Background: an optimization exercise with open tools, aiming at small area, a short achievable clock period and few clock cycles per item. Do not read the settings as production practice.
In this exercise RTL edits were held to simulation tests only and were not proved equivalent to the original.
No run shown here takes its clock network from TritonCTS; it comes from the design's own scripts or RTL.
The clock port is modelled as an ideal driver, which makes a skipped or thinned clock tree look cheaper than it is; a real chip needs a root buffer or a tree.
Power and IR drop assume default switching activity.

**flow/config.mk**
```make
export PLATFORM = sky130hd
export DESIGN_NAME = fp_add
export DESIGN_NICKNAME = fp_add
export VERILOG_FILES = /design/flow/design.v
export SDC_FILE = /design/flow/constraint.sdc
export NUM_CORES = 8
export LEC_CHECK = 0
export CAP_MARGIN = 20
export CORE_MARGIN = 2
export CORE_UTILIZATION = 63
export SLEW_MARGIN = 20
```
**flow/constraint.sdc**
```tcl
create_clock -name core_clock -period 10.0 [get_ports {clk}]
set_input_delay 2.0000 -clock core_clock [delete_from_list [all_inputs] [get_ports {clk}]]
set_output_delay 2.0000 -clock core_clock [all_outputs]
set_load 0.01 [all_outputs]
```
**flow/design.v**
```verilog
module fp_add (
    input  [63:0] in_A,
    input  [63:0] in_B,
    input         clk,
    input         rst_n,
    input         in_valid,
    output [63:0] result,
    output        out_valid
);
integer k;
reg [6:0] v;
always @(posedge clk or negedge rst_n) begin
    if (!rst_n) v <= 7'd0;
    else        v <= {v[5:0], in_valid};
end
assign out_valid = v[6];
wire hA_i = |in_A[62:52], hB_i = |in_B[62:52];
reg [63:0] a0, b0;
reg        hA, hB;
always @(posedge clk) begin
    a0 <= {in_A[63:53], in_A[52] | ~hA_i, in_A[51:0]};
    b0 <= {in_B[63:53], in_B[52] | ~hB_i, in_B[51:0]};
    hA <= hA_i;
    hB <= hB_i;
end
wire        sA = a0[63], sB = b0[63];
wire [10:0] eA = a0[62:52], eB = b0[62:52];
wire [51:0] mA = a0[51:0],  mB = b0[51:0];
wire [52:0] fA = {hA, mA};
wire [52:0] fB = {hB, mB};
wire        infA = &eA, infB = &eB;
wire        nanA = infA & (|mA), nanB = infB & (|mB);
wire [11:0] dAB, dBA;
genvar sg, sl, si;
generate
    for (sg = 0; sg < 2; sg = sg + 1) begin : SUBS
        wire [10:0] u = sg ? eB : eA;
        wire [10:0] w = sg ? ~eA : ~eB;
        wire [11:0] sG [0:4];
        wire [11:0] sP [0:4];
        assign sG[0] = {u & w, 1'b1};
        assign sP[0] = {u ^ w, 1'b0};
        for (sl = 0; sl < 4; sl = sl + 1) begin : LV
            for (si = 0; si < 12; si = si + 1) begin : B
                if (si >= (1 << sl)) begin : C
                    assign sG[sl+1][si] = sG[sl][si] | (sP[sl][si] & sG[sl][si - (1 << sl)]);
                    assign sP[sl+1][si] = sP[sl][si] & sP[sl][si - (1 << sl)];
                end else begin : N
                    assign sG[sl+1][si] = sG[sl][si];
                    assign sP[sl+1][si] = sP[sl][si];
                end
            end
        end
        wire [11:0] r = {~sG[4][11], sP[0][11:1] ^ sG[4][10:0]};
        if (sg == 0) begin : AB
            assign dAB = r;
        end else begin : BA
            assign dBA = r;
        end
    end
endgenerate
wire        a_ge = ~dAB[11];                        
wire [6:0]  s7   = a_ge ? dAB[6:0] : dBA[6:0];    
wire        o64  = a_ge ? (|dAB[10:6]) : (|dBA[10:6]);
wire        o128 = a_ge ? (|dAB[10:7]) : (|dBA[10:7]);
wire        sub  = sA ^ sB;
reg  [52:0] fBig1, fSm1;
reg  [6:0]  sc1;
reg         o64_1, o128_1;
reg  [10:0] E1;
reg         sgn1, sub1, inf1, nan1;
always @(posedge clk) begin
    fBig1 <= a_ge ? fA : fB;
    fSm1  <= a_ge ? (fB ^ {53{sub}}) : (fA ^ {53{sub}});
    sc1   <= s7;
    o64_1 <= o64;
    o128_1 <= o128;
    E1    <= a_ge ? eA : eB;
    sgn1  <= a_ge ? sA : sB;
    sub1  <= sub;
    inf1  <= infA | infB;
    nan1  <= nanA | nanB | (infA & infB & (sA ^ sB));
end
wire [54:0] w0 = o64_1 ? {55{sub1}} : {fSm1, {2{sub1}}};
wire [54:0] w1 = sc1[5] ? {{32{sub1}}, w0[54:32]} : w0;
wire [54:0] w2 = sc1[4] ? {{16{sub1}}, w1[54:16]} : w1;
wire [54:0] w3 = sc1[3] ? {{8{sub1}},  w2[54:8]}  : w2;
wire [54:0] w4 = sc1[2] ? {{4{sub1}},  w3[54:4]}  : w3;
wire [54:0] w5 = sc1[1] ? {{2{sub1}},  w4[54:2]}  : w4;
wire [54:0] w6 = sc1[0] ? {sub1,       w5[54:1]}  : w5;
reg  [52:0] band;
always @(*) begin
    for (k = 0; k < 53; k = k + 1)
        band[k] = (sc1 >= k + 3) && ({1'b0, sc1} <= k + 53);
end
reg  [52:0] X2;
reg  [54:0] Y2;
reg         st2;
reg  [10:0] E2;
reg         sgn2, sub2, inf2, nan2;
always @(posedge clk) begin
    X2   <= fBig1;
    Y2   <= w6;
    st2  <= ~o128_1 & (|((fSm1 ^ {53{sub1}}) & band));
    E2   <= E1;
    sgn2 <= sgn1;
    sub2 <= sub1;
    inf2 <= inf1;
    nan2 <= nan1;
end
wire [55:0] opX = {X2, 3'b000};
wire [55:0] opY = {Y2, st2 ^ sub2};    
wire [56:0] ag = {opX & opY, sub2};
wire [56:0] ap = {opX ^ opY, 1'b0};
wire [56:0] aG [0:6];
wire [56:0] aP [0:6];
assign aG[0] = ag;
assign aP[0] = ap;
genvar al, ai;
generate
    for (al = 0; al < 6; al = al + 1) begin : ADL
        for (ai = 0; ai < 57; ai = ai + 1) begin : ADB
            if ((ai >> al) & 1) begin : C
                assign aG[al+1][ai] = aG[al][ai] | (aP[al][ai] & aG[al][((ai >> al) << al) - 1]);
                assign aP[al+1][ai] = aP[al][ai] & aP[al][((ai >> al) << al) - 1];
            end else begin : N
                assign aG[al+1][ai] = aG[al][ai];
                assign aP[al+1][ai] = aP[al][ai];
            end
        end
    end
endgenerate
wire [56:0] F   = {sub2 ^ aG[6][56], ap[56:1] ^ aG[6][55:0]};
reg  [56:0] F3;
reg  [10:0] E3;
reg         sgn3, sub3, inf3, nan3;
reg         neg3, hi3;     
always @(posedge clk) begin
    F3   <= F;
    neg3 <= sub2 & F[56];
    hi3  <= ~sub2 & F[56];
    E3   <= E2;
    sgn3 <= sgn2;
    sub3 <= sub2;
    inf3 <= inf2;
    nan3 <= nan2;
end
wire        neg  = neg3;
wire        hi   = hi3;
wire [52:0] frac = neg ? ~F3[55:3] : hi ? F3[56:4] : F3[55:3];
wire        gb   = hi ? F3[3] : F3[2];
wire        rb   = hi ? F3[2] : F3[1];
wire        sb   = hi ? (F3[1] | F3[0]) : F3[0];
wire        rnd  = neg | (gb & (rb | frac[0] | sb));
wire [52:0] pfx [0:6];
assign pfx[0] = frac;
genvar pl, pj;
generate
    for (pl = 0; pl < 6; pl = pl + 1) begin : PAL
        for (pj = 0; pj < 53; pj = pj + 1) begin : PAB
            if ((pj >> pl) & 1) begin : C
                assign pfx[pl+1][pj] = pfx[pl][pj] & pfx[pl][((pj >> pl) << pl) - 1];
            end else begin : N
                assign pfx[pl+1][pj] = pfx[pl][pj];
            end
        end
    end
endgenerate
wire [53:0] fr   = {rnd & pfx[6][52], frac ^ {{52{rnd}} & pfx[6][51:0], rnd}};
wire        ones = neg ? ~(|F3[55:3]) : hi ? (&F3[56:4]) : (&F3[55:3]);
wire        fr53 = rnd & ones;
wire [11:0] E3p0 = {1'b0, E3};
wire [11:0] E3p1 = {1'b0, E3} + 12'd1;
wire [11:0] E3p2 = {1'b0, E3} + 12'd2;
wire [11:0] exp0 = (hi & fr53) ? E3p2 : (hi | fr53) ? E3p1 : E3p0;
reg  [52:0] f4;
reg  [11:0] x4;
reg         sgn4, inf4, nan4;
always @(posedge clk) begin
    f4   <= {fr53 | fr[52], fr[51:0]};
    x4   <= exp0;
    sgn4 <= sgn3 ^ neg;
    inf4 <= inf3;
    nan4 <= nan3;
end
reg  [53:0] mark;
always @(*) begin
    for (k = 0; k < 54; k = k + 1)
        mark[k] = (x4 == 53 - k);
end
wire [63:0] lz_in = {({1'b0, f4} | mark), 10'h3ff};
wire [31:0] l1v; wire [31:0] l1c;
wire [15:0] l2v; wire [31:0] l2c;
wire [7:0]  l3v; wire [23:0] l3c;
wire [3:0]  l4v; wire [15:0] l4c;
wire [1:0]  l5v; wire [9:0]  l5c;
wire [5:0]  t;
genvar g;
generate
    for (g = 0; g < 32; g = g + 1) begin : L1
        assign l1v[g] = lz_in[2*g+1] | lz_in[2*g];
        assign l1c[g] = ~lz_in[2*g+1];
    end
    for (g = 0; g < 16; g = g + 1) begin : L2
        assign l2v[g] = l1v[2*g+1] | l1v[2*g];
        assign l2c[2*g+1:2*g] = l1v[2*g+1] ? {1'b0, l1c[2*g+1]} : {1'b1, l1c[2*g]};
    end
    for (g = 0; g < 8; g = g + 1) begin : L3
        assign l3v[g] = l2v[2*g+1] | l2v[2*g];
        assign l3c[3*g+2:3*g] = l2v[2*g+1] ? {1'b0, l2c[4*g+3:4*g+2]} : {1'b1, l2c[4*g+1:4*g]};
    end
    for (g = 0; g < 4; g = g + 1) begin : L4
        assign l4v[g] = l3v[2*g+1] | l3v[2*g];
        assign l4c[4*g+3:4*g] = l3v[2*g+1] ? {1'b0, l3c[6*g+5:6*g+3]} : {1'b1, l3c[6*g+2:6*g]};
    end
    for (g = 0; g < 2; g = g + 1) begin : L5
        assign l5v[g] = l4v[2*g+1] | l4v[2*g];
        assign l5c[5*g+4:5*g] = l4v[2*g+1] ? {1'b0, l4c[8*g+7:8*g+4]} : {1'b1, l4c[8*g+3:8*g]};
    end
endgenerate
assign t = l5v[1] ? {1'b0, l5c[9:5]} : {1'b1, l5c[4:0]};
wire ovf  = ((x4 == 12'd2047) & f4[52]) |
            ((x4 == 12'd2048) & (|f4[52:51])) |
            ((x4 == 12'd2049) & (|f4[52:50]));
wire zero = ~(|f4);
wire [11:0] x4p1   = x4 + 12'd1;
reg  [53:0] p5;
reg  [5:0]  t5;
reg  [11:0] x5;           
reg         sgn5, big5, nan5;
always @(posedge clk) begin
    p5   <= t[5] ? {f4[21:0], 32'd0} : {1'b0, f4};
    t5   <= t;
    x5   <= x4p1;
    sgn5 <= sgn4 & ~nan4 & (inf4 | ~zero);
    big5 <= inf4 | ovf;
    nan5 <= nan4;
end
wire [53:0] p6 = t5[4] ? {p5[37:0], 16'd0} : p5;
wire [53:0] p7 = t5[3] ? {p6[45:0], 8'd0}  : p6;
wire [53:0] p8 = t5[2] ? {p7[49:0], 4'd0}  : p7;
wire [53:0] p9 = t5[1] ? {p8[51:0], 2'd0}  : p8;
wire [53:0] pa = t5[0] ? {p9[52:0], 1'd0}  : p9;
wire        normal = pa[53];
wire [11:0] e1     = x5 - {6'd0, t5};
reg  [63:0] res;
always @(posedge clk) begin
    if (nan5)
        res <= {1'b0, 11'h7ff, 52'd1};
    else if (big5)
        res <= {sgn5, 11'h7ff, 52'd0};
    else
        res <= {sgn5, normal ? e1[10:0] : 11'd0, pa[52:1]};
end
assign result = res;
endmodule
```
**flow/flow/run.sh**
```bash
#!/bin/bash
set -euo pipefail
TREE=$PWD/flow/cts_tree.tcl
PORTS="BUFFER_PORTS_ARGS=-inputs -outputs -buffer_cell sky130_fd_sc_hd__buf_1"
MY_ABC_SCRIPT=$PWD/flow/map.abc bash standard.sh SYNTH_SCRIPT=$PWD/flow/my_synth.tcl synth > synth.log 2>&1
bash standard.sh SETUP_SLACK_MARGIN=7.2 floorplan > floorplan.log 2>&1
bash standard.sh SETUP_SLACK_MARGIN=7.2 "$PORTS" place > place.log 2>&1
bash standard.sh SETUP_SLACK_MARGIN=7.2 PRE_CTS_TCL=$TREE cts > cts.log 2>&1
for step in grt route finish; do
  bash standard.sh SETUP_SLACK_MARGIN=7.2 $step > $step.log 2>&1
done
```
**flow/flow/cts_tree.tcl**
```tcl
# Sourced by ORFS's cts.tcl (PRE_CTS_TCL) in place of TritonCTS: builds a
# two-level clock tree. Root buffers on the clock port each drive a group
# of leaf buffers; each leaf buffer sits at the centre of a k-means cluster
# of flip-flops and drives them. All flip-flops see the same two buffer
# stages; the tree only shortens the clock's insertion delay. The roots are
# buf_16; a leaf is buf_8, or buf_12 when it drives more than 20
# flip-flops (plain buffers: faster than the clkbuf cells at these loads).
proc my_clock_tree { {nleaf 20} {nroot 4} } {
  set db [ord::get_db]
  set block [ord::get_db_block]
  set master [$db findMaster sky130_fd_sc_hd__buf_16]
  set m8 [$db findMaster sky130_fd_sc_hd__buf_8]
  set m12 [$db findMaster sky130_fd_sc_hd__buf_12]
  set clk_net [$block findNet clk]
  set sinks {}
  foreach it [$clk_net getITerms] {
    set inst [$it getInst]
    set bb [$inst getBBox]
    lappend sinks [list $it [expr {([$bb xMin] + [$bb xMax]) / 2.0}] [expr {([$bb yMin] + [$bb yMax]) / 2.0}]]
  }
  set n [llength $sinks]
  # k-means: seed with sinks spread by sorted order
  set sorted [lsort -real -index 1 $sinks]
  set cx {}; set cy {}
  for {set k 0} {$k < $nleaf} {incr k} {
    set s [lindex $sorted [expr {int(($k + 0.5) * $n / $nleaf)}]]
    lappend cx [lindex $s 1]; lappend cy [lindex $s 2]
  }
  for {set iter 0} {$iter < 30} {incr iter} {
    set sx [lrepeat $nleaf 0.0]; set sy [lrepeat $nleaf 0.0]; set cnt [lrepeat $nleaf 0]
    set assign {}
    foreach s $sinks {
      set x [lindex $s 1]; set y [lindex $s 2]
      set best 0; set bd 1e30
      for {set k 0} {$k < $nleaf} {incr k} {
        set d [expr {abs($x - [lindex $cx $k]) + abs($y - [lindex $cy $k])}]
        if {$d < $bd} { set bd $d; set best $k }
      }
      lappend assign $best
      lset sx $best [expr {[lindex $sx $best] + $x}]
      lset sy $best [expr {[lindex $sy $best] + $y}]
      lset cnt $best [expr {[lindex $cnt $best] + 1}]
    }
    for {set k 0} {$k < $nleaf} {incr k} {
      if {[lindex $cnt $k] > 0} {
        lset cx $k [expr {[lindex $sx $k] / [lindex $cnt $k]}]
        lset cy $k [expr {[lindex $sy $k] / [lindex $cnt $k]}]
      }
    }
  }
  # roots: k-means of leaf centres into nroot groups
  set leaves {}
  for {set k 0} {$k < $nleaf} {incr k} { lappend leaves [list $k [lindex $cx $k] [lindex $cy $k]] }
  set lsorted [lsort -real -index 1 $leaves]
  set rx {}; set ry {}
  for {set r 0} {$r < $nroot} {incr r} {
    set s [lindex $lsorted [expr {int(($r + 0.5) * $nleaf / $nroot)}]]
    lappend rx [lindex $s 1]; lappend ry [lindex $s 2]
  }
  set rassign [lrepeat $nleaf 0]
  for {set iter 0} {$iter < 20} {incr iter} {
    set sx [lrepeat $nroot 0.0]; set sy [lrepeat $nroot 0.0]; set cnt [lrepeat $nroot 0]
    for {set k 0} {$k < $nleaf} {incr k} {
      set x [lindex $cx $k]; set y [lindex $cy $k]
      set best 0; set bd 1e30
      for {set r 0} {$r < $nroot} {incr r} {
        set d [expr {abs($x - [lindex $rx $r]) + abs($y - [lindex $ry $r])}]
        if {$d < $bd} { set bd $d; set best $r }
      }
      lset rassign $k $best
      lset sx $best [expr {[lindex $sx $best] + $x}]
      lset sy $best [expr {[lindex $sy $best] + $y}]
      lset cnt $best [expr {[lindex $cnt $best] + 1}]
    }
    for {set r 0} {$r < $nroot} {incr r} {
      if {[lindex $cnt $r] > 0} {
        lset rx $r [expr {[lindex $sx $r] / [lindex $cnt $r]}]
        lset ry $r [expr {[lindex $sy $r] / [lindex $cnt $r]}]
      }
    }
  }
  set w [$master getWidth]; set h [$master getHeight]
  # root buffers
  set rnets {}
  for {set r 0} {$r < $nroot} {incr r} {
    set inst [odb::dbInst_create $block $master "clkroot_$r"]
    set net [odb::dbNet_create $block "clkroot_net_$r"]
    $net setSigType CLOCK
    [$inst findITerm A] connect $clk_net
    [$inst findITerm X] connect $net
    $inst setLocation [expr {int([lindex $rx $r] - $w / 2)}] [expr {int([lindex $ry $r] - $h / 2)}]
    $inst setPlacementStatus PLACED
    lappend rnets $net
  }
  # leaf buffers
  set lcnt [lrepeat $nleaf 0]
  foreach a $assign { lset lcnt $a [expr {[lindex $lcnt $a] + 1}] }
  set lnets {}
  for {set k 0} {$k < $nleaf} {incr k} {
    set lm [expr {[lindex $lcnt $k] > 20 ? $m12 : $m8}]
    set inst [odb::dbInst_create $block $lm "clkleaf_$k"]
    set net [odb::dbNet_create $block "clkleaf_net_$k"]
    $net setSigType CLOCK
    [$inst findITerm A] connect [lindex $rnets [lindex $rassign $k]]
    [$inst findITerm X] connect $net
    $inst setLocation [expr {int([lindex $cx $k] - [$lm getWidth] / 2)}] [expr {int([lindex $cy $k] - [$lm getHeight] / 2)}]
    $inst setPlacementStatus PLACED
    lappend lnets $net
  }
  set i 0
  foreach s $sinks {
    set it [lindex $s 0]
    $it disconnect
    $it connect [lindex $lnets [lindex $assign $i]]
    incr i
  }
  $clk_net setSigType CLOCK
  puts "my_clock_tree: $n sinks, $nleaf leaves, $nroot roots"
}

rename clock_tree_synthesis tritoncts_clock_tree_synthesis
proc clock_tree_synthesis { args } {
  my_clock_tree 40 4
}
```
**flow/flow/map.abc**
```
strash
dch
map -D 1900
topo
stime -c
buffer -c
upsize -c -D 1900
dnsize -c -D 1900
```
**flow/flow/my_synth.tcl**
```tcl
# synth_recipe.tcl (the standard synthesis script) with one change: the
# final ABC technology mapping uses flow/map.abc, a delay-targeted mapping
# (map -D 1900) with buffering and sizing, instead of ORFS's abc_speed
# script. Registers, their names and cell types are untouched: ABC maps only
# the logic between them.
proc synth {args} { yosys synth -nofsm -noshare {*}$args }
proc abc {args} {
  set i [lsearch -exact $args -script]
  if {$i >= 0} { lset args [expr {$i + 1}] $::env(MY_ABC_SCRIPT) }
  yosys abc {*}$args
}
source $::env(SCRIPTS_DIR)/synth.tcl
# left out here: clear keep_hierarchy, flatten, clean up, hide names made inside functions, write 1_2_yosys.v
```
**flow/standard.sh**
```bash
#!/bin/bash
# synth_recipe.tcl (not shown) runs the flow's synth.tcl, then flattens the netlist and writes it again
# the make line also repeats each setting of config.mk as NAME=value (left out here)
make -C /OpenROAD-flow-scripts/flow DESIGN_CONFIG=/design/flow/config.mk WORK_HOME=/design/flow/orfs CLKGATE_MAP_FILE= SYNTH_SCRIPT=/design/flow/synth_recipe.tcl "${@:-finish}"
```
==> qor.txt, run 1 <==
Worst vdd ir: 211 µV
Area share of the largest cell type after synthesis: 42.0%
Number of max-cap violations: 0
R2r worst-path depth: 20
Worst-Skew Late Latency: 0.39 ns
Post-DP HPWL: 69000 µm
Reg-to-reg endpoint: F3[56]
Synth top area cells: dfxtp_1 (42%), nand2_1 (9.2%), o21ai_0 (9.0%)
LEAKAGE: 15.4 nW
Final TNS setup: 0 ns
Hold crit path type: reg -> reg
First-pass GRT wire length: 142000 µm
Initial antenna violation count: 2
Net Count, Synth: 4392
Die Width: 228 µm
Crit path kind: reg -> out
Starting Density: 63.3%
Async set-or-reset flop fraction in the synthesized netlist: 1.04%
Crit path from: v[6]
Synth Cell Area: 31600 µm²
Max transition margin: 27.0%
I/O Buffers: 195
DR iter-0 viols: 2681
GRT Overall Usage: 33.9%
Yosys top cell by area: dfxtp_1
Grt total ovfl: 0
Power Dens Cells: 306 nW/µm²
Worst setup SP type: flop
Max incr delay on CP: 0.37 ns
Peak Freq: 0.351 GHz
Yosys cell types: 62
Syn avg cell area: 7.59 µm²
Synth warn: 1
EDFF count, synth: 0
Seq cells post-synth: 670
Pwr Total: 11.0 mW
WP data required: 8.00 ns
Worst path bufs/invs: 1
RSZ-0062 raised after global routing: true
Most common cell after layout, fill and taps aside: nand2_1
Crit path capture type: output pin
CORE AREA: 49900 µm²
Final Hold Fails: 0
Worst setup path endpoint: out_valid
Worst-path clk slew: 0.10 ns
Clock Skew: 0.0929 ns
Worst slew pin tran: 1.09 ns
Final Max Slew Viols: 0
Final setup fails: 0
Final WL: 95900 µm
Placement Rows: 82
Setup slack, reg-to-reg: 7.23 ns
Routability cong.: 1.05
Status: complete, no violations
Drt drc: 0
Number of global-route vias before repair: 26400
Vias/cell: 5.82
Final #Nets: 4553
Detail Route Antenna Nets: 0
Seq/Total Area, Yosys: 42.6%
Detailed Routing Iterations Pass 1: 8
Worst path cell trace: clkbuf_2
I/O pins: 196
Post-route minimum period: 2.85 ns
Most used DFF post-synth: dfxtp_1
Final worst-path cycle share: 28.5%
Commonest cells after routing, fill and taps aside: nand2_1 (763), dfxtp_1 (604), o21ai_0 (550)
Gate count after technology mapping: 4163
Largest fanout on the critical path: 1
DIE HEIGHT: 228 µm
Ant diodes: 0
Reg2reg start: X2[13]
Via count: 29100
Area grow syn2layout: 13.3%
Share of post-route cells with drive strength above 1: 11.5%
Die ar.: 51900 µm²
Worst path slowest cell: dfrtp_1
Routed length per instance: 19.2 µm
Cell family with most CP delay: flip-flops
Largest net degree at the start of global routing: 132
Levels on crit path: 1
Worst EP arrival: 0.85 ns
logic make-up after synthesis:
group | count (synthesis) | synth area share [%]
fa+ha+maj | 98 | 4.05
xor+xnor | 212 | 5.88
simple gates | 1387 | 18.5
buf+inv | 665 | 8.15
flops | 670 | 42.6
mux | 53 | 1.68
compound gates | 1078 | 19.1
area by class of cell:
| cell class | count | area [µm²] |
|---|---|---|
| timing repair buffer | 316 | 2470 |
| timing repair inverter | 5 | 33.8 |
| tap | 672 | 841 |
| fill | 4031 | 14100 |
| buffer | 44 | 751 |
| multi-input combinational | 2829 | 16300 |
| inverter | 458 | 1790 |
| sequential | 670 | 13600 |
worst min path at each step:
stage               slack (ns)      to  startpoint  cells after the start
finish                    0.30  X2[45]   fBig1[45]                      0
global route              0.31  X2[45]   fBig1[45]                      0
CTS                       0.31  X2[13]   fBig1[13]                      0
detailed placement        0.31   E2[5]       E1[5]                      0
global placement          0.31   E3[1]       E2[1]                      0
floorplan                 0.31   E2[0]       E1[0]                      0
where the power goes:
part	internal (mW)	switching [mW]	leakage (nW)
logic	1.99	3.36	9.40
registers	3.54	0.701	5.67
clock network	0.560	0.794	0.363
total	6.10	4.86	15.4
layer usage:
layer | GRT usage, % | part of all wire, % | routed length [µm] | vias to the layer above
met3 | 4.14 | 7.0 | 6670 | 348
met1 | 41.3 | 39 | 37300 | 13300
met5 | 0 | 0.014 | 13 | -
li1 | - | - | - | 14100
met2 | 58.9 | 47 | 45600 | 1304
met4 | 17.5 | 6.7 | 6410 | 2
timing repair:
| action | 4_1_cts | 5_1_grt |
|---|---|---|
| hold buffers | 0 | 0 |
| setup buffers | 26 | 48 |
| setup endpoints to repair | 308 | 330 |
| resized for setup | 109 | 385 |
| pin swaps | 15 | 53 |
| cloned | 10 | 12 |
through the flow:
| stage | setup WS, ns | cell area, µm² | hold slack (ns) | instances | utilization (%) |
|---|---|---|---|---|---|
| finish | 7.15 | 35800 | 0.296 | 4994 | 71.7 |
| global route | 7.08 | 35800 | 0.312 | 4994 | 71.7 |
| CTS | 7.20 | 34100 | 0.312 | 4934 | 68.4 |
| detailed placement | 6.04 | 32600 | 0.312 | 4854 | 65.3 |
| global placement | 6.06 | 32600 | 0.310 | 4854 | 65.3 |
| floorplan | 7.44 | 31600 | 0.310 | 4163 | - |
synth_stat cells (4+ instances only):
cell       count
a211oi_1       9
a21oi_1      242
a221o_1        5
a221oi_1      10
a22oi_1        9
a311oi_1       4
a31oi_1       39
a32oi_1        9
buf_1         38
buf_2         20
buf_4          7
clkbuf_1     139
clkinv_1       5
dfrtp_1        7
dfxtp_1      663
fa_1           7
ha_1          91
inv_1        439
inv_2         13
mux2i_1       53
nand2_1      777
nand3_1      103
nand4_1       53
nor2_1       308
nor2_2         8
nor3_1        52
nor3_2         4
nor4_1        55
o2111ai_1     21
o211ai_1      64
o21ai_0      566
o21ai_1       35
o21ai_2        4
o21bai_1      17
o221ai_1       6
o22ai_1        6
o31ai_1        9
o41ai_1        4
or2_2         13
xnor2_1       33
xor2_1       179
sequential cells by signal (all words and copies together) (netlist names), 53 cells and up:
register  flops
Y2           55
X2           53
res          64
fSm1         53
f4           53
fBig1        53
F3           57
b0           64
a0           64
p5           54
Testbench counts, summed over its fixed seeds: cycles 80,056, items 80,000.
==> run 2, diff against run 1 <==
==> flow/flow/run.sh (replaced) <==
#!/bin/bash
set -euo pipefail
TREE=$PWD/flow/cts_tree.tcl
PORTS="BUFFER_PORTS_ARGS=-inputs -outputs -buffer_cell sky130_fd_sc_hd__buf_1"
MY_ABC_SCRIPT=$PWD/flow/map.abc bash standard.sh SYNTH_SCRIPT=$PWD/flow/my_synth.tcl synth > synth.log 2>&1
bash standard.sh SETUP_SLACK_MARGIN=7.1 floorplan > floorplan.log 2>&1
bash standard.sh SETUP_SLACK_MARGIN=7.1 "$PORTS" place > place.log 2>&1
bash standard.sh SETUP_SLACK_MARGIN=7.1 PRE_CTS_TCL=$TREE cts > cts.log 2>&1
for step in grt route finish; do
  bash standard.sh SETUP_SLACK_MARGIN=7.1 $step > $step.log 2>&1
done
==> qor.txt, run 2 <==
Final Core Density: 69.6% (-2.1 points)
Seq cells post-synth: 670 (unchanged)
Initial antenna violation count: 2 (unchanged)
Worst path slowest cell: dfxtp_1
Synth Cell Area: 31600 µm² (unchanged)
Crit path kind: reg -> out
RSZ-0062 raised after global routing: true
Ant diodes: 0 (unchanged)
DIE HEIGHT: 228 µm (unchanged)
Sequential share of power: 39.5% (+0.7 points)
Peak Freq: 0.348 GHz (-0.82%)
Routed length per instance: 18.8 µm (-2.3%)
Fill count: 4218 (+4.6%)
Final worst-path cycle share: 28.7% (+0.23 points)
Largest fanout on the critical path: 1 (unchanged)
Final non-filler cell total: 4960 (-0.68%)
Worst setup SP type: flop
I/O pins: 196 (unchanged)
Final #Nets: 4519 (-0.75%)
Gate count after technology mapping: 4163 (unchanged)
Final Hold Fails: 0 (unchanged)
Most used DFF post-synth: dfxtp_1
Power Dens Cells: 306 nW/µm² (-0.14%)
Vias/cell: 5.78 (-0.75%)
Crit path capture type: output pin
Clock Skew: 0.0918 ns (-0.00111 ns)
GRT Overall Usage: 33.5% (-0.37 points)
Worst vdd ir: 211 µV (+0.21%)
CORE AREA: 49900 µm² (unchanged)
Net Count, Synth: 4392 (unchanged)
LEAKAGE: 14.9 nW (-3.3%)
Post-DP HPWL: 69000 µm (unchanged)
Worst path bufs/invs: 1 (unchanged)
Hold buffers post-CTS: 0 (unchanged)
Multi-input logic area: 16000 µm² (-1.8%)
Via count: 28600 (-1.4%)
Synth warn: 1 (unchanged)
Min Hold Slack: 0.297 ns (+0.000520 ns)
Detailed Routing Iterations Pass 1: 6 (-2)
Share of post-route cells with drive strength above 1: 7.30% (-4.2 points)
I/O Buffers: 195 (unchanged)
Post-route minimum period: 2.87 ns (+0.0234 ns)
First-pass GRT wire length: 141000 µm (-1.1%)
Worst slew pin tran: 1.09 ns (+0.00479 ns)
Largest net degree at the start of global routing: 132 (unchanged)
Yosys top cell by area: dfxtp_1
Hold crit path type: reg -> reg
Drt drc: 0 (unchanged)
Max incr delay on CP: 0.35 ns (-0.02 ns)
Logic pwr share: 47.7% (-1.2 points)
Placement Rows: 82 (unchanged)
Die Width: 228 µm (unchanged)
Net Sw Power: 4.73 mW (-2.5%)
Grt total ovfl: 0 (unchanged)
Detail Route Antenna Nets: 0 (unchanged)
Max transition margin: 26.7% (-0.32 points)
Most common cell after layout, fill and taps aside: nand2_1
Area grow syn2layout: 9.92%
Worst path cell trace: buf_1
Syn avg cell area: 7.59 µm² (unchanged)
Final TNS setup: 0 ns (unchanged)
Sw Ratio: 44.6% (+0.26 points)
DR iter-0 viols: 2509 (-6.4%)
Commonest cells after routing, fill and taps aside: nand2_1 (767), dfxtp_1 (643), o21ai_0 (558)
Final WS setup: 7.13 ns (-0.0234 ns)
Internal power: 5.88 mW (-3.6%)
Area share of the largest cell type after synthesis: 42.0% (unchanged)
Worst EP arrival: 0.87 ns (+0.02 ns)
Most frequent cells after synthesis: nand2_1 (777), dfxtp_1 (663), o21ai_0 (566)
Seq/Total Area, Yosys: 42.6% (unchanged)
Final WL: 93100 µm (-3.0%)
Die ar.: 51900 µm² (unchanged)
Number of max-cap violations: 0 (unchanged)
EDFF count, synth: 0 (unchanged)
Worst-Skew Late Latency: 0.39 ns (about the same)
Async set-or-reset flop fraction in the synthesized netlist: 1.04% (unchanged)
Worst slack, placed: 6.04 ns (unchanged)
Synth top area cells: dfxtp_1 (42%), nand2_1 (9.2%), o21ai_0 (9.0%)
Cell family with most CP delay: flip-flops
Most numerous cell in the Yosys netlist: nand2_1
WP data required: 8.00 ns (about the same)
Clock power share: 12.7% (+0.3 points)
Status: complete, no violations
Setup slack, reg-to-reg: 7.13 ns (-0.10 ns)
Final setup fails: 0 (unchanged)
Yosys cell types: 62 (unchanged)
Number of global-route vias before repair: 26200 (-0.85%)
Final Max Slew Viols: 0 (unchanged)
Storage cell area: 13500 µm² (-0.43%)
Routability cong.: 1.05 (unchanged)
DP Cell Count: 4854 (unchanged)
Worst-path clk slew: 0.10 ns (about the same)
Largest registers: a0 x64, b0 x64, res x64
Starting Density: 63.3% (unchanged)
run 2: cell counts after synthesis:
Identical to the previous run, type by type.
run 2: cell type report:
type / instances / area share (%)
buffer: 44 / 2.16
inverter: 458 / 5.11
multi-input combinational: 2829 / 46.2
sequential: 670 / 38.9
tap: 672 / 2.42
timing repair buffer: 282 / 5.16
timing repair inverter: 5 / 0.0973
run 2: routing by layer:
layer	vias up	global-route usage, %	wire (µm)
li1	14100	-	-
met3	325	4.04	6130
met2	1198	58.2	44200
met1	13100	41.1	36700
met5	-	0	13
met4	2	17.1	6010
run 2: timing repair:
| item | 4_1_cts | 5_1_grt |
|---|---|---|
| setup endpoints to repair | 287 | 255 |
| setup buffers | 15 | 33 |
| cloned | 7 | 7 |
| pin swaps | 4 | 30 |
| resized for setup | 74 | 152 |
run 2: logic make-up (layout without fill, tap and decap cells):
family	after synthesis	count (layout)	share of synthesized area, %
buf+inv	665	789	8.15
compound gates	1078	1078	19.1
xor+xnor	212	212	5.88
mux	53	53	1.68
fa+ha+maj	98	98	4.05
flops	670	670	42.6
simple gates	1387	1388	18.5
run 2: power groups by stage:
stage | Clock [mW] | Combinational [mW] | Sequential, mW
2_1_floorplan | 0 | 3.43 | 3.96
3_3_place_gp | 0 | 4.53 | 4.20
3_5_place_dp | 0 | 4.58 | 4.21
4_1_cts | 1.08 | 4.72 | 4.23
5_1_grt | 1.47 | 5.66 | 4.25
6_report | 1.35 | 5.07 | 4.19
run 2: path summary, 6_finish.rpt:
| path | end | startpoint | cells after the start |
|---|---|---|---|
| setup / recovery | result[45] | res[45] | 1 |
| hold reg to reg | X2[45] | fBig1[45] | 0 |
| min in group asynchronous | v[4] | rst_n | 1 |
| hold / removal | X2[45] | fBig1[45] | 0 |
| max in group asynchronous | v[6] | rst_n | 1 |
| setup reg to reg | F3[56] | X2[13] | 20 |
run 2: per-stage QoR:
stage,power [mW],instance area (µm²)
after global placement,8.74,32600
after global routing,11.4,34700
after detailed placement,8.79,32600
final,10.6,34700
after CTS,10.0,33800
after floorplan,7.39,31600
==> run 3, diff against run 2 <==
==> flow/flow/run.sh (replaced) <==
#!/bin/bash
set -euo pipefail
TREE=$PWD/flow/cts_tree.tcl
PORTS="BUFFER_PORTS_ARGS=-inputs -outputs -buffer_cell sky130_fd_sc_hd__buf_1"
MY_ABC_SCRIPT=$PWD/flow/map.abc bash standard.sh SYNTH_SCRIPT=$PWD/flow/my_synth.tcl synth > synth.log 2>&1
bash standard.sh SETUP_SLACK_MARGIN=7.25 floorplan > floorplan.log 2>&1
bash standard.sh SETUP_SLACK_MARGIN=7.25 "$PORTS" place > place.log 2>&1
bash standard.sh SETUP_SLACK_MARGIN=7.25 PRE_CTS_TCL=$TREE cts > cts.log 2>&1
for step in grt route finish; do
  bash standard.sh SETUP_SLACK_MARGIN=7.25 $step > $step.log 2>&1
done
==> qor.txt, run 3 <==
GRT Overall Usage: 34.1% (+0.59 points)
Final setup fails: 0 (unchanged)
Die ar.: 51900 µm² (unchanged)
Max transition margin: 28.6% (+2.0 points)
Worst path cell trace: clkbuf_2
Worst slew pin tran: 1.06 ns (-0.0292 ns)
Commonest cells after routing, fill and taps aside: nand2_1 (763), dfxtp_1 (602), o21ai_0 (545)
Via count: 29300 (+2.4%)
Most numerous cell in the Yosys netlist: nand2_1
First-pass GRT wire length: 143000 µm (+1.7%)
Worst-path clk slew: 0.10 ns (about the same)
WP data required: 8.00 ns (about the same)
Power Dens Cells: 307 nW/µm² (+0.34%)
Internal power: 6.14 mW (+4.5%)
Final worst-path cycle share: 28.5% (-0.24 points)
Cell family with most CP delay: flip-flops
Final Max Slew Viols: 0 (unchanged)
Die Width: 228 µm (unchanged)
Detailed Routing Iterations Pass 1: 6 (unchanged)
Crit path kind: reg -> out
Ant diodes: 0 (unchanged)
Peak Freq: 0.351 GHz (+0.84%)
Worst path slowest cell: dfrtp_1
Routability cong.: 1.05 (unchanged)
Status: complete, no violations
Hold buffers post-CTS: 0 (unchanged)
Largest registers: a0 x64, b0 x64, res x64
Worst path bufs/invs: 1 (unchanged)
DR iter-0 viols: 2774 (+11%)
Share of post-route cells with drive strength above 1: 12.2% (+4.9 points)
Logic pwr share: 49.3% (+1.6 points)
Sequential share of power: 38.4% (-1.1 points)
Grt total ovfl: 0 (unchanged)
Largest fanout on the critical path: 1 (unchanged)
Clock Skew: 0.0914 ns (-0.000415 ns)
Detail Route Antenna Nets: 0 (unchanged)
Syn avg cell area: 7.59 µm² (unchanged)
Post-route minimum period: 2.85 ns (-0.0239 ns)
Area grow syn2layout: 14.2%
Crit path capture type: output pin
Synth top area cells: dfxtp_1 (42%), nand2_1 (9.2%), o21ai_0 (9.0%)
Final TNS setup: 0 ns (unchanged)
Seq cells post-synth: 670 (unchanged)
Yosys cell types: 62 (unchanged)
Largest net degree at the start of global routing: 132 (unchanged)
Final non-filler cell total: 5002 (+0.85%)
I/O Buffers: 195 (unchanged)
Post-DP HPWL: 69000 µm (unchanged)
Vias/cell: 5.86 (+1.5%)
Net Count, Synth: 4392 (unchanged)
Hold crit path type: reg -> reg
DP Cell Count: 4854 (unchanged)
Setup slack, reg-to-reg: 7.21 ns (+0.08 ns)
Seq/Total Area, Yosys: 42.6% (unchanged)
Worst EP arrival: 0.85 ns (-0.02 ns)
Gate count after technology mapping: 4163 (unchanged)
Max incr delay on CP: 0.37 ns (+0.02 ns)
EDFF count, synth: 0 (unchanged)
Final Hold Fails: 0 (unchanged)
Area share of the largest cell type after synthesis: 42.0% (unchanged)
Sw Ratio: 44.4% (-0.16 points)
Starting Density: 63.3% (unchanged)
I/O pins: 196 (unchanged)
Clock power share: 12.2% (-0.5 points)
Synth Cell Area: 31600 µm² (unchanged)
Number of max-cap violations: 0 (unchanged)
Most frequent cells after synthesis: nand2_1 (777), dfxtp_1 (663), o21ai_0 (566)
Yosys top cell by area: dfxtp_1
Net Sw Power: 4.92 mW (+3.8%)
Initial antenna violation count: 1 (-1)
Final #Nets: 4561 (+0.93%)
Worst vdd ir: 210 µV (-0.71%)
Most common cell after layout, fill and taps aside: nand2_1
Placement Rows: 82 (unchanged)
Most used DFF post-synth: dfxtp_1
Worst setup SP type: flop
Number of global-route vias before repair: 26400 (+1.0%)
Final WL: 97600 µm (+4.8%)
Routed length per instance: 19.5 µm (+3.9%)
Async set-or-reset flop fraction in the synthesized netlist: 1.04% (unchanged)
CORE AREA: 49900 µm² (unchanged)
Drt drc: 0 (unchanged)
LEAKAGE: 15.5 nW (+4.0%)
Synth warn: 1 (unchanged)
Worst-Skew Late Latency: 0.39 ns (about the same)
DIE HEIGHT: 228 µm (unchanged)
RSZ-0062 raised after global routing: true
[run 3: cell counts after synthesis]
Identical to the previous run, type by type.
[run 3: layout make-up]
class,count,area (µm²)
buffer,44,751
fill,3999,13800
inverter,458,1800
multi-input combinational,2829,16500
sequential,670,13600
tap,672,841
timing repair buffer,324,2610
timing repair inverter,5,33.8
[run 3: metrics by stage]
step	hold slack (ns)	instance area (µm²)	worst slack, ns	total power [mW]	util (%)
after floorplan	0.310	31600	7.44	7.39	-
after global placement	0.310	32600	6.06	8.74	65.3
after detailed placement	0.312	32600	6.04	8.79	65.3
after CTS	0.312	34300	7.20	10.1	68.9
after global routing	0.310	36100	7.05	11.8	72.3
final	0.287	36100	7.15	11.1	72.3
[run 3: power by group through the flow]
stage	registers, mW	logic [mW]	clock network, mW
2_1_floorplan	3.96	3.43	0
3_3_place_gp	4.20	4.53	0
3_5_place_dp	4.21	4.58	0
4_1_cts	4.23	4.83	1.08
5_1_grt	4.31	6.03	1.47
6_report	4.25	5.45	1.35
[run 3: cell families after synthesis]
group | after synthesis | share of synthesized area [%]
fa+ha+maj | 98 | 4.05
buf+inv | 665 | 8.15
simple gates | 1387 | 18.5
compound gates | 1078 | 19.1
xor+xnor | 212 | 5.88
flops | 670 | 42.6
mux | 53 | 1.68
[run 3: final timing paths]
kind / start / end / cells past startpoint
worst max-delay path: v[6] / out_valid / 1
worst min-delay path: fBig1[45] / X2[45] / 0
worst max register to register: X2[29] / F3[56] / 17
worst min register to register: fBig1[45] / X2[45] / 0
max in group asynchronous: rst_n / v[6] / 1
min in group asynchronous: rst_n / v[4] / 1
[run 3: what timing repair did]
item,in CTS,in global routing
pin swaps,22,60
cloned,10,15
resized for setup,146,402
endpoints found under the setup margin,323,345
setup buffers,32,47
[run 3: per-layer routing]
metal  track usage (%)  wire length, µm  share of wire (%)
met1              41.7            37500                 38
met2              59.6            46200                 47
met3              4.00             7180                7.4
met4              17.1             6710                6.9
met5                 0                0                  0
==> run 4, diff against run 3 <==
==> flow/flow/run.sh (replaced) <==
#!/bin/bash
set -euo pipefail
TREE=$PWD/flow/cts_tree.tcl
PORTS="BUFFER_PORTS_ARGS=-inputs -outputs -buffer_cell sky130_fd_sc_hd__buf_1"
MY_ABC_SCRIPT=$PWD/flow/map.abc bash standard.sh SYNTH_SCRIPT=$PWD/flow/my_synth.tcl synth > synth.log 2>&1
bash standard.sh SETUP_SLACK_MARGIN=7.15 floorplan > floorplan.log 2>&1
bash standard.sh SETUP_SLACK_MARGIN=7.15 "$PORTS" place > place.log 2>&1
bash standard.sh SETUP_SLACK_MARGIN=7.15 PRE_CTS_TCL=$TREE cts > cts.log 2>&1
for step in grt route finish; do
  bash standard.sh SETUP_SLACK_MARGIN=7.15 $step > $step.log 2>&1
done
==> qor.txt, run 4 <==
Worst path cell trace: clkbuf_2
Worst path slowest cell: dfrtp_1
Seq/Total Area, Yosys: 42.6% (unchanged)
Max incr delay on CP: 0.37 ns (about the same)
Clock power share: 12.6% (+0.4 points)
First-pass GRT wire length: 141000 µm (-1.2%)
Final WL: 93900 µm (-3.8%)
WP data required: 8.00 ns (about the same)
Setup slack, reg-to-reg: 7.20 ns (about the same)
Area grow syn2layout: 11.1%
Final #Nets: 4531 (-0.66%)
Gate count after technology mapping: 4163 (unchanged)
EDFF count, synth: 0 (unchanged)
Min Hold Slack: 0.293 ns (+0.00581 ns)
Detailed Routing Iterations Pass 1: 6 (unchanged)
Yosys cell types: 62 (unchanged)
Post-DP Area: 32600 µm² (unchanged)
Final setup fails: 0 (unchanged)
Worst-Skew Late Latency: 0.38 ns (about the same)
Max transition margin: 23.7% (-5.0 points)
Most common cell after layout, fill and taps aside: nand2_1
I/O Buffers: 195 (unchanged)
Routability cong.: 1.05 (unchanged)
Final Hold Fails: 0 (unchanged)
Die ar.: 51900 µm² (unchanged)
I/O pins: 196 (unchanged)
Clock Skew: 0.0882 ns (-0.00318 ns)
Final worst-path cycle share: 28.5% (about the same)
Hold crit path type: reg -> reg
Via count: 28700 (-2.0%)
Peak Freq: 0.351 GHz (about the same)
Net Sw Power: 4.76 mW (-3.1%)
GRT Overall Usage: 33.7% (-0.44 points)
Grt total ovfl: 0 (unchanged)
Routed length per instance: 18.9 µm (-3.2%)
Worst EP arrival: 0.85 ns (about the same)
Drt drc: 0 (unchanged)
Post-DP HPWL: 69000 µm (unchanged)
Most frequent cells after synthesis: nand2_1 (777), dfxtp_1 (663), o21ai_0 (566)
Power Dens Cells: 305 nW/µm² (-0.61%)
Final Max Slew Viols: 0 (unchanged)
Internal power: 5.94 mW (-3.3%)
Most used DFF post-synth: dfxtp_1
Detail Route Antenna Nets: 0 (unchanged)
Seq cells post-synth: 670 (unchanged)
Worst-path clk slew: 0.10 ns (about the same)
Largest registers: a0 x64, b0 x64, res x64
Hold buffers post-CTS: 0 (unchanged)
Cell family with most CP delay: flip-flops
Placement Rows: 82 (unchanged)
Status: complete, no violations
Number of max-cap violations: 0 (unchanged)
Final WS setup: 7.15 ns (+0.00249 ns)
RSZ-0062 raised after global routing: true
Initial antenna violation count: 2 (+1)
DP Cell Count: 4854 (unchanged)
Worst slew pin tran: 1.13 ns (+0.0737 ns)
DR iter-0 viols: 2633 (-5.1%)
Pwr Total: 10.7 mW (-3.2%)
Crit path capture type: output pin
Area share of the largest cell type after synthesis: 42.0% (unchanged)
Final Cell Area: 35100 µm² (-2.6%)
Final Core Density: 70.4% (-1.9 points)
Largest fanout on the critical path: 1 (unchanged)
Starting Density: 63.3% (unchanged)
Net Count, Synth: 4392 (unchanged)
DIE HEIGHT: 228 µm (unchanged)
Synth top area cells: dfxtp_1 (42%), nand2_1 (9.2%), o21ai_0 (9.0%)
Final TNS setup: 0 ns (unchanged)
Ant diodes: 0 (unchanged)
CORE AREA: 49900 µm² (unchanged)
Final non-filler cell total: 4972 (-0.60%)
Largest net degree at the start of global routing: 132 (unchanged)
Syn avg cell area: 7.59 µm² (unchanged)
Synth Cell Area: 31600 µm² (unchanged)
Commonest cells after routing, fill and taps aside: nand2_1 (764), dfxtp_1 (623), o21ai_0 (552)
Yosys top cell by area: dfxtp_1
Worst vdd ir: 211 µV (+0.55%)
Logic pwr share: 48.0% (-1.3 points)
LEAKAGE: 15.1 nW (-2.5%)
Share of post-route cells with drive strength above 1: 9.72% (-2.5 points)
Die Width: 228 µm (unchanged)
Synth warn: 1 (unchanged)
Post-route minimum period: 2.85 ns (-0.00249 ns)
Worst setup SP type: flop
Worst path bufs/invs: 1 (unchanged)
Sequential share of power: 39.3% (+0.9 points)
Sw Ratio: 44.5% (+0.049 points)
Async set-or-reset flop fraction in the synthesized netlist: 1.04% (unchanged)
Vias/cell: 5.78 (-1.4%)
Crit path kind: reg -> out
Number of global-route vias before repair: 26300 (-0.71%)
Worst slack, placed: 6.04 ns (unchanged)
Most numerous cell in the Yosys netlist: nand2_1
run 4: layout make-up:
| class | instances | area [µm²] |
|---|---|---|
| buffer | 44 | 751 |
| fill | 4164 | 14800 |
| inverter | 458 | 1790 |
| multi-input combinational | 2829 | 16200 |
| sequential | 670 | 13500 |
| tap | 672 | 841 |
| timing repair buffer | 294 | 1990 |
| timing repair inverter | 5 | 33.8 |
run 4: timing repair:
item                                    CTS  global route
gates cloned                              8             8
setup buffers                            19            39
endpoints found under the setup margin  295           314
resized for setup                        86           265
hold endpoints to repair                  0             0
pin swaps                                 7            34
run 4: layer usage:
layer,part of all wire [%],track usage [%]
met1,39,41.2
met2,48,58.5
met3,6.8,4.04
met4,6.4,17.2
met5,0.014,0
run 4: logic make-up after synthesis:
family	count (synthesis)	synth area share, %
simple gates	1387	18.5
compound gates	1078	19.1
flops	670	42.6
buf+inv	665	8.15
xor+xnor	212	5.88
fa+ha+maj	98	4.05
mux	53	1.68
run 4: power groups by stage:
stage	registers [mW]	logic (mW)	clock network, mW
floorplan	3.96	3.43	0
global placement	4.20	4.53	0
detailed placement	4.21	4.58	0
CTS	4.22	4.75	1.08
global route	4.27	5.73	1.47
finish	4.21	5.14	1.35
run 4: worst paths after layout:
path,to,depth (start not counted),start
worst max-delay path,out_valid,1,v[6]
worst min-delay path,X2[45],0,fBig1[45]
worst max register to register,F3[56],20,X2[13]
worst min register to register,X2[45],0,fBig1[45]
max in group asynchronous,v[6],1,rst_n
min in group asynchronous,v[4],1,rst_n
==> run 5, diff against run 4 <==
--- a/flow/config.mk
+++ b/flow/config.mk
@@ -5,7 +5,7 @@
 export SDC_FILE = /design/flow/constraint.sdc
 export NUM_CORES = 8
 export LEC_CHECK = 0
-export CAP_MARGIN = 20
+export CAP_MARGIN = 5
 export CORE_MARGIN = 2
 export CORE_UTILIZATION = 63
-export SLEW_MARGIN = 20
+export SLEW_MARGIN = 5
==> qor.txt, run 5 <==
Worst EP arrival: 0.85 ns (about the same)
Area grow syn2layout: 11.1% (unchanged)
Post-DP HPWL: 69000 µm (unchanged)
Worst-path clk slew: 0.10 ns (about the same)
Initial antenna violation count: 2 (unchanged)
Final Cell Area: 35100 µm² (unchanged)
Synth top area cells: dfxtp_1 (42%), nand2_1 (9.2%), o21ai_0 (9.0%)
Worst-Skew Late Latency: 0.38 ns (about the same)
Crit path capture type: output pin
Seq/Total Area, Yosys: 42.6% (unchanged)
Fill count: 4164 (unchanged)
Most numerous cell in the Yosys netlist: nand2_1
Yosys cell types: 62 (unchanged)
Power Dens Cells: 305 nW/µm² (unchanged)
Worst path slowest cell: dfrtp_1
Worst setup SP type: flop
LEAKAGE: 15.1 nW (unchanged)
Net Count, Synth: 4392 (unchanged)
DR iter-0 viols: 2633 (unchanged)
CORE AREA: 49900 µm² (unchanged)
Area share of the largest cell type after synthesis: 42.0% (unchanged)
Clock Skew: 0.0882 ns (unchanged)
Largest fanout on the critical path: 1 (unchanged)
Status: complete, no violations
Final TNS setup: 0 ns (unchanged)
RSZ-0062 raised after global routing: true
GRT Overall Usage: 33.7% (unchanged)
EDFF count, synth: 0 (unchanged)
Die Width: 228 µm (unchanged)
Starting Density: 63.3% (unchanged)
Via count: 28700 (unchanged)
Final Core Density: 70.4% (unchanged)
Seq cells post-synth: 670 (unchanged)
Max incr delay on CP: 0.37 ns (about the same)
Storage cell area: 13500 µm² (unchanged)
Post-route minimum period: 2.85 ns (unchanged)
Yosys top cell by area: dfxtp_1
Grt total ovfl: 0 (unchanged)
Final #Nets: 4531 (unchanged)
Synth warn: 1 (unchanged)
Final non-filler cell total: 4972 (unchanged)
Final setup fails: 0 (unchanged)
Number of max-cap violations: 0 (unchanged)
Detailed Routing Iterations Pass 1: 6 (unchanged)
Post-DP Area: 32600 µm² (unchanged)
Die ar.: 51900 µm² (unchanged)
Final Max Slew Viols: 0 (unchanged)
Number of global-route vias before repair: 26300 (unchanged)
Gate count after technology mapping: 4163 (unchanged)
First-pass GRT wire length: 141000 µm (unchanged)
I/O Buffers: 195 (unchanged)
Syn avg cell area: 7.59 µm² (unchanged)
Final Hold Fails: 0 (unchanged)
Vias/cell: 5.78 (unchanged)
Worst slew pin tran: 1.13 ns (unchanged)
Synth Cell Area: 31600 µm² (unchanged)
Routability cong.: 1.05 (unchanged)
Worst path bufs/invs: 1 (unchanged)
WP data required: 8.00 ns (about the same)
Multi-input logic area: 16200 µm² (unchanged)
Worst vdd ir: 211 µV (unchanged)
Async set-or-reset flop fraction in the synthesized netlist: 1.04% (unchanged)
Hold crit path type: reg -> reg
Peak Freq: 0.351 GHz (unchanged)
Ant diodes: 0 (unchanged)
Placement Rows: 82 (unchanged)
Share of post-route cells with drive strength above 1: 9.72% (unchanged)
Final worst-path cycle share: 28.5% (unchanged)
Worst path cell trace: clkbuf_2
Cell family with most CP delay: flip-flops
Most used DFF post-synth: dfxtp_1
DIE HEIGHT: 228 µm (unchanged)
Routed length per instance: 18.9 µm (unchanged)
Most frequent cells after synthesis: nand2_1 (777), dfxtp_1 (663), o21ai_0 (566)
Max transition margin: 23.7% (unchanged)
Commonest cells after routing, fill and taps aside: nand2_1 (764), dfxtp_1 (623), o21ai_0 (552)
Pwr Total: 10.7 mW (unchanged)
Most common cell after layout, fill and taps aside: nand2_1
Final WL: 93900 µm (unchanged)
DP Cell Count: 4854 (unchanged)
I/O pins: 196 (unchanged)
Detail Route Antenna Nets: 0 (unchanged)
Crit path kind: reg -> out
Largest net degree at the start of global routing: 132 (unchanged)
Largest registers: a0 x64, b0 x64, res x64
Drt drc: 0 (unchanged)
[run 5: cell counts after synthesis]
Identical to the previous run, type by type.
[run 5: routing by layer]
metal / global-route usage, % / routed length, µm / vias to the layer above
li1: - / - / 14100
met1: 41.2 / 36800 / 13100
met2: 58.5 / 44700 / 1209
met3: 4.04 / 6370 / 310
met4: 17.2 / 6010 / 2
met5: 0 / 13 / -
[run 5: cell type report]
cell class | count | share of cell area (%)
well taps | 672 | 2.40
plain buffers | 44 | 2.14
repair buffers | 294 | 5.68
multi-input cells | 2829 | 46.1
inverters | 458 | 5.09
repair inverters | 5 | 0.0962
flip-flops and latches | 670 | 38.5
[run 5: path summary, 6_finish.rpt]
kind / start / end / slack (ns) / cells after the start
hold reg to reg: fBig1[45] / X2[45] / 0.29 / 0
min in group asynchronous: rst_n / v[4] / 1.51 / 1
hold / removal: fBig1[45] / X2[45] / 0.29 / 0
setup / recovery: v[6] / out_valid / 7.15 / 1
max in group asynchronous: rst_n / v[6] / 8.22 / 1
setup reg to reg: X2[13] / F3[56] / 7.20 / 20
[run 5: power breakdown]
part	internal (mW)	switching, mW	total [mW]
Sequential	3.54	0.674	4.21
Clock	0.560	0.791	1.35
Combinational	1.84	3.30	5.14
[run 5: per-stage QoR]
step | worst slack [ns] | hold WS (ns)
floorplan | 7.44 | 0.310
global route | 7.04 | 0.310
finish | 7.15 | 0.293
global placement | 6.06 | 0.310
CTS | 7.16 | 0.312
detailed placement | 6.04 | 0.312
[run 5: repair_timing]
action	CTS	global route
hold buffers	0	0
buffers inserted	19	39
gates resized for setup	86	265
pin swaps	7	34
gates cloned	8	8
hold endpoints to repair	0	0
setup endpoints to repair	295	314
[run 5: logic make-up after synthesis]
logic type               Yosys count  share of synthesized area (%)
buffers and inverters            665                           8.15
adder cells (fa/ha/maj)           98                           4.05
AND/OR/NAND/NOR                 1387                           18.5
AO/OA/AOI/OAI                   1078                           19.1
flip-flops                       670                           42.6
multiplexers                      53                           1.68
XOR/XNOR                         212                           5.88
==> run 6, diff against run 5 <==
--- a/flow/flow/cts_tree.tcl
+++ b/flow/flow/cts_tree.tcl
@@ -1,10 +1,3 @@
-# Sourced by ORFS's cts.tcl (PRE_CTS_TCL) in place of TritonCTS: builds a
-# two-level clock tree. Root buffers on the clock port each drive a group
-# of leaf buffers; each leaf buffer sits at the centre of a k-means cluster
-# of flip-flops and drives them. All flip-flops see the same two buffer
-# stages; the tree only shortens the clock's insertion delay. The roots are
-# buf_16; a leaf is buf_8, or buf_12 when it drives more than 20
-# flip-flops (plain buffers: faster than the clkbuf cells at these loads).
 proc my_clock_tree { {nleaf 20} {nroot 4} } {
   set db [ord::get_db]
   set block [ord::get_db_block]
@@ -115,10 +108,37 @@
     incr i
   }
   $clk_net setSigType CLOCK
+  set_propagated_clock [all_clocks]
+  # leaf sizing for the flip-flop clock transition
+  set order [list sky130_fd_sc_hd__buf_8 sky130_fd_sc_hd__buf_12 sky130_fd_sc_hd__buf_16]
+  for {set pass 0} {$pass < 3} {incr pass} {
+    estimate_parasitics -placement
+    set changed 0
+    for {set k 0} {$k < $nleaf} {incr k} {
+      set inst [$block findInst "clkleaf_$k"]
+      set worst 0
+      foreach it [[lindex $lnets $k] getITerms] {
+        if {[$it getIoType] eq "INPUT"} {
+          set pin [get_pins [[$it getInst] getName]/[[$it getMTerm] getName]]
+          foreach p {slew_max_rise slew_max_fall} {
+            set v [get_property $pin $p]
+            if {$v > $worst} { set worst $v }
+          }
+        }
+      }
+      set cur [[$inst getMaster] getName]
+      set i [lsearch -exact $order $cur]
+      if {$worst > 0.090 && $i >= 0 && $i < 2} {
+        $inst swapMaster [$db findMaster [lindex $order [expr {$i + 1}]]]
+        set changed 1
+      }
+    }
+    if {!$changed} { break }
+  }
   puts "my_clock_tree: $n sinks, $nleaf leaves, $nroot roots"
 }
 
 rename clock_tree_synthesis tritoncts_clock_tree_synthesis
 proc clock_tree_synthesis { args } {
-  my_clock_tree 40 4
+  my_clock_tree 48 4
 }
--- a/flow/config.mk
+++ b/flow/config.mk
@@ -5,7 +5,7 @@
 export SDC_FILE = /design/flow/constraint.sdc
 export NUM_CORES = 8
 export LEC_CHECK = 0
-export CAP_MARGIN = 5
+export CAP_MARGIN = 20
 export CORE_MARGIN = 2
 export CORE_UTILIZATION = 63
-export SLEW_MARGIN = 5
+export SLEW_MARGIN = 20
==> qor.txt, run 6 <==
Largest net degree at the start of global routing: 67 (-49%)
Routed length per instance: 18.9 µm (-0.12%)
Synth Area in Compound Gates: 19.1% (unchanged)
Seq/Total Area, Yosys: 42.6% (unchanged)
Worst vdd ir: 200 µV (-4.9%)
Seq cells post-synth: 670 (unchanged)
Fill count: 4111 (-1.3%)
Most numerous cell in the Yosys netlist: nand2_1
Commonest cells after routing, fill and taps aside: nand2_1 (765), dfxtp_1 (639), o21ai_0 (551)
Worst setup SP type: flop
I/O pins: 196 (unchanged)
Final setup fails: 0 (unchanged)
Min Hold Slack: 0.304 ns (+0.0115 ns)
Final Max Slew Viols: 0 (unchanged)
Worst slew pin tran: 1.10 ns (-0.0327 ns)
I/O Buffers: 195 (unchanged)
Peak Freq: 0.352 GHz (+0.23%)
Grt total ovfl: 0 (unchanged)
DR iter-0 viols: 2715 (+3.1%)
Hold buffers post-CTS: 0 (unchanged)
Worst EP arrival: 0.84 ns (about the same)
CORE AREA: 49900 µm² (unchanged)
Die ar.: 51900 µm² (unchanged)
Clock Skew: 0.0799 ns (-0.00826 ns)
Crit path capture type: output pin
Worst-Skew Late Latency: 0.39 ns (about the same)
Worst path slowest cell: dfrtp_1
Final TNS setup: 0 ns (unchanged)
Detailed Routing Iterations Pass 1: 7 (+1)
Post-Synth Simple-Gate Area: 18.5% (unchanged)
HP Start: fBig1[34]
Async set-or-reset flop fraction in the synthesized netlist: 1.04% (unchanged)
Via count: 28800 (+0.31%)
Largest registers: a0 x64, b0 x64, res x64
Post-route minimum period: 2.84 ns (-0.00640 ns)
WP data required: 8.00 ns (about the same)
Vias/cell: 5.78 (about the same)
Final WL: 94100 µm (+0.20%)
Number of max-cap violations: 0 (unchanged)
Most used DFF post-synth: dfxtp_1
Main combinational cell family by area after synthesis: compound AO/OA/AOI/OAI gates
Final worst-path cycle share: 28.4% (-0.064 points)
RSZ-0062 raised after global routing: true
EDFF count, synth: 0 (unchanged)
Initial antenna violation count: 2 (unchanged)
Post-DP HPWL: 69000 µm (unchanged)
Adder-cell share of the synthesized area: 4.05% (unchanged)
Drt drc: 0 (unchanged)
Multi-input logic area: 16200 µm² (about the same)
Area grow syn2layout: 11.7%
Cell family with most CP delay: flip-flops
Area share of the largest cell type after synthesis: 42.0% (unchanged)
Crit path from: v[6]
Max transition margin: 25.9% (+2.2 points)
Synth Cell Area: 31600 µm² (unchanged)
Post-Synth XOR/XNOR Area: 5.88% (unchanged)
Worst-path clk slew: 0.08 ns (-0.02 ns)
Starting Density: 63.3% (unchanged)
First-pass GRT wire length: 142000 µm (+0.42%)
LEAKAGE: 15.2 nW (+0.34%)
Final #Nets: 4547 (+0.35%)
Gate count after technology mapping: 4163 (unchanged)
Largest fanout on the critical path: 1 (unchanged)
Max incr delay on CP: 0.36 ns (about the same)
Number of global-route vias before repair: 26400 (+0.72%)
Syn avg cell area: 7.59 µm² (unchanged)
GRT Overall Usage: 33.8% (+0.16 points)
Most frequent cells after synthesis: nand2_1 (777), dfxtp_1 (663), o21ai_0 (566)
Reg2reg start: a0[52]
Storage cell area: 13500 µm² (-0.19%)
Hold crit path type: reg -> reg
Worst path cell trace: clkbuf_2
Worst path bufs/invs: 1 (unchanged)
Synth top area cells: dfxtp_1 (42%), nand2_1 (9.2%), o21ai_0 (9.0%)
Synth warn: 1 (unchanged)
Multiplexer area fraction after synthesis: 1.68% (unchanged)
Share of post-route cells with drive strength above 1: 9.45% (-0.27 points)
Power Dens Cells: 307 nW/µm² (+0.74%)
Most common cell after layout, fill and taps aside: nand2_1
Status: complete, no violations
Ant diodes: 0 (unchanged)
Placement Rows: 82 (unchanged)
Net Count, Synth: 4392 (unchanged)
Yosys cell types: 62 (unchanged)
Yosys top cell by area: dfxtp_1
DIE HEIGHT: 228 µm (unchanged)
Detail Route Antenna Nets: 0 (unchanged)
Crit path kind: reg -> out
Routability cong.: 1.05 (unchanged)
Final Hold Fails: 0 (unchanged)
Die Width: 228 µm (unchanged)
run 6: cell counts after synthesis:
No cell type changed its count.
run 6: layout make-up:
type / instances / area share, %
plain buffers: 52 / 2.53
inverters: 458 / 5.10
multi-input cells: 2830 / 45.9
flip-flops and latches: 670 / 38.3
well taps: 672 / 2.38
repair buffers: 301 / 5.75
repair inverters: 5 / 0.0887
run 6: path summary, 6_finish.rpt:
kind / end / slack [ns] / cells after the start
worst max register to register: o64_1 / 7.20 / 13
worst max-delay path: out_valid / 7.16 / 1
worst min-delay path: X2[34] / 0.30 / 0
max in group asynchronous: v[0] / 8.19 / 1
worst min register to register: X2[34] / 0.30 / 0
min in group asynchronous: v[3] / 1.51 / 1
run 6: per-stage QoR:
stage	utilization (%)	std cells	area [µm²]	power [mW]	worst slack, ns
after floorplan	-	4163	31600	7.39	7.44
after global placement	65.3	4854	32600	8.74	6.06
after detailed placement	65.3	4854	32600	8.79	6.04
after CTS	68.4	4938	34100	10.4	7.15
after global routing	70.7	4988	35300	11.6	7.05
final	70.7	4988	35300	10.8	7.16
run 6: logic make-up (layout without fill, tap and decap cells):
logic type / Yosys count / after routing
compound gates: 1078 / 1078
xor+xnor: 212 / 212
fa+ha+maj: 98 / 98
buf+inv: 665 / 816
flops: 670 / 670
mux: 53 / 53
simple gates: 1387 / 1389
run 6: power breakdown:
part,internal [mW],total (mW),leakage [nW],switching (mW)
Sequential,3.53,4.20,5.67,0.668
Combinational,1.85,5.16,9.10,3.31
Clock,0.658,1.47,0.431,0.816
run 6: repair_timing:
item	4_1_cts	5_1_grt
pin swaps	10	28
cloned	10	7
setup buffers	22	43
gates resized for setup	103	205
endpoints found under the setup margin	304	251
run 6: layer usage:
metal  global-route usage (%)  wire length [µm]  up-vias
li1                         -                 -    14100
met5                        0                13        -
met1                     41.3             37300    13200
met2                     58.6             44500     1231
met3                     4.24              6310      307
met4                     17.7              5900        2

-- afterwards: timing with drivers on the ports --
No port has a modelled driver above. Below, the same layouts with a new extraction and two added sets of constraints.
Step 1, drivers: a clkbuf_16 drives clk and a buf_2 each remaining input, both assumed.
Step 2 also shifts input and output timing later by t, the mid clock arrival at the registers, as if the neighbouring blocks saw the same clock.
Three values: no drivers, after step 1, after step 2; two values: the first two.
run | t (ns) | setup WS [ns] | hold slack, ns | latest minus earliest clock arrival (ns) | pins driven straight from the clock port
run 1 | 0.486 | 7.151 / 6.998 / 7.230 | 0.296 / 0.296 / 0.296 | 0.108 / 0.109 | 4
run 2 | 0.483 | 7.127 / 6.976 / 7.132 | 0.297 / 0.297 / 0.297 | 0.108 / 0.109 | 4
run 3 | 0.487 | 7.151 / 6.996 / 7.210 | 0.287 / 0.287 / 0.287 | 0.108 / 0.108 | 4
run 4 | 0.482 | 7.154 / 7.002 / 7.199 | 0.293 / 0.293 / 0.293 | 0.105 / 0.104 | 4
run 5 | 0.482 | 7.154 / 7.002 / 7.199 | 0.293 / 0.293 / 0.293 | 0.105 / 0.104 | 4
run 6 | 0.492 | 7.160 / 7.014 / 7.198 | 0.304 / 0.304 / 0.304 | 0.082 / 0.083 | 4
After both steps setup and hold are still met in every run listed.
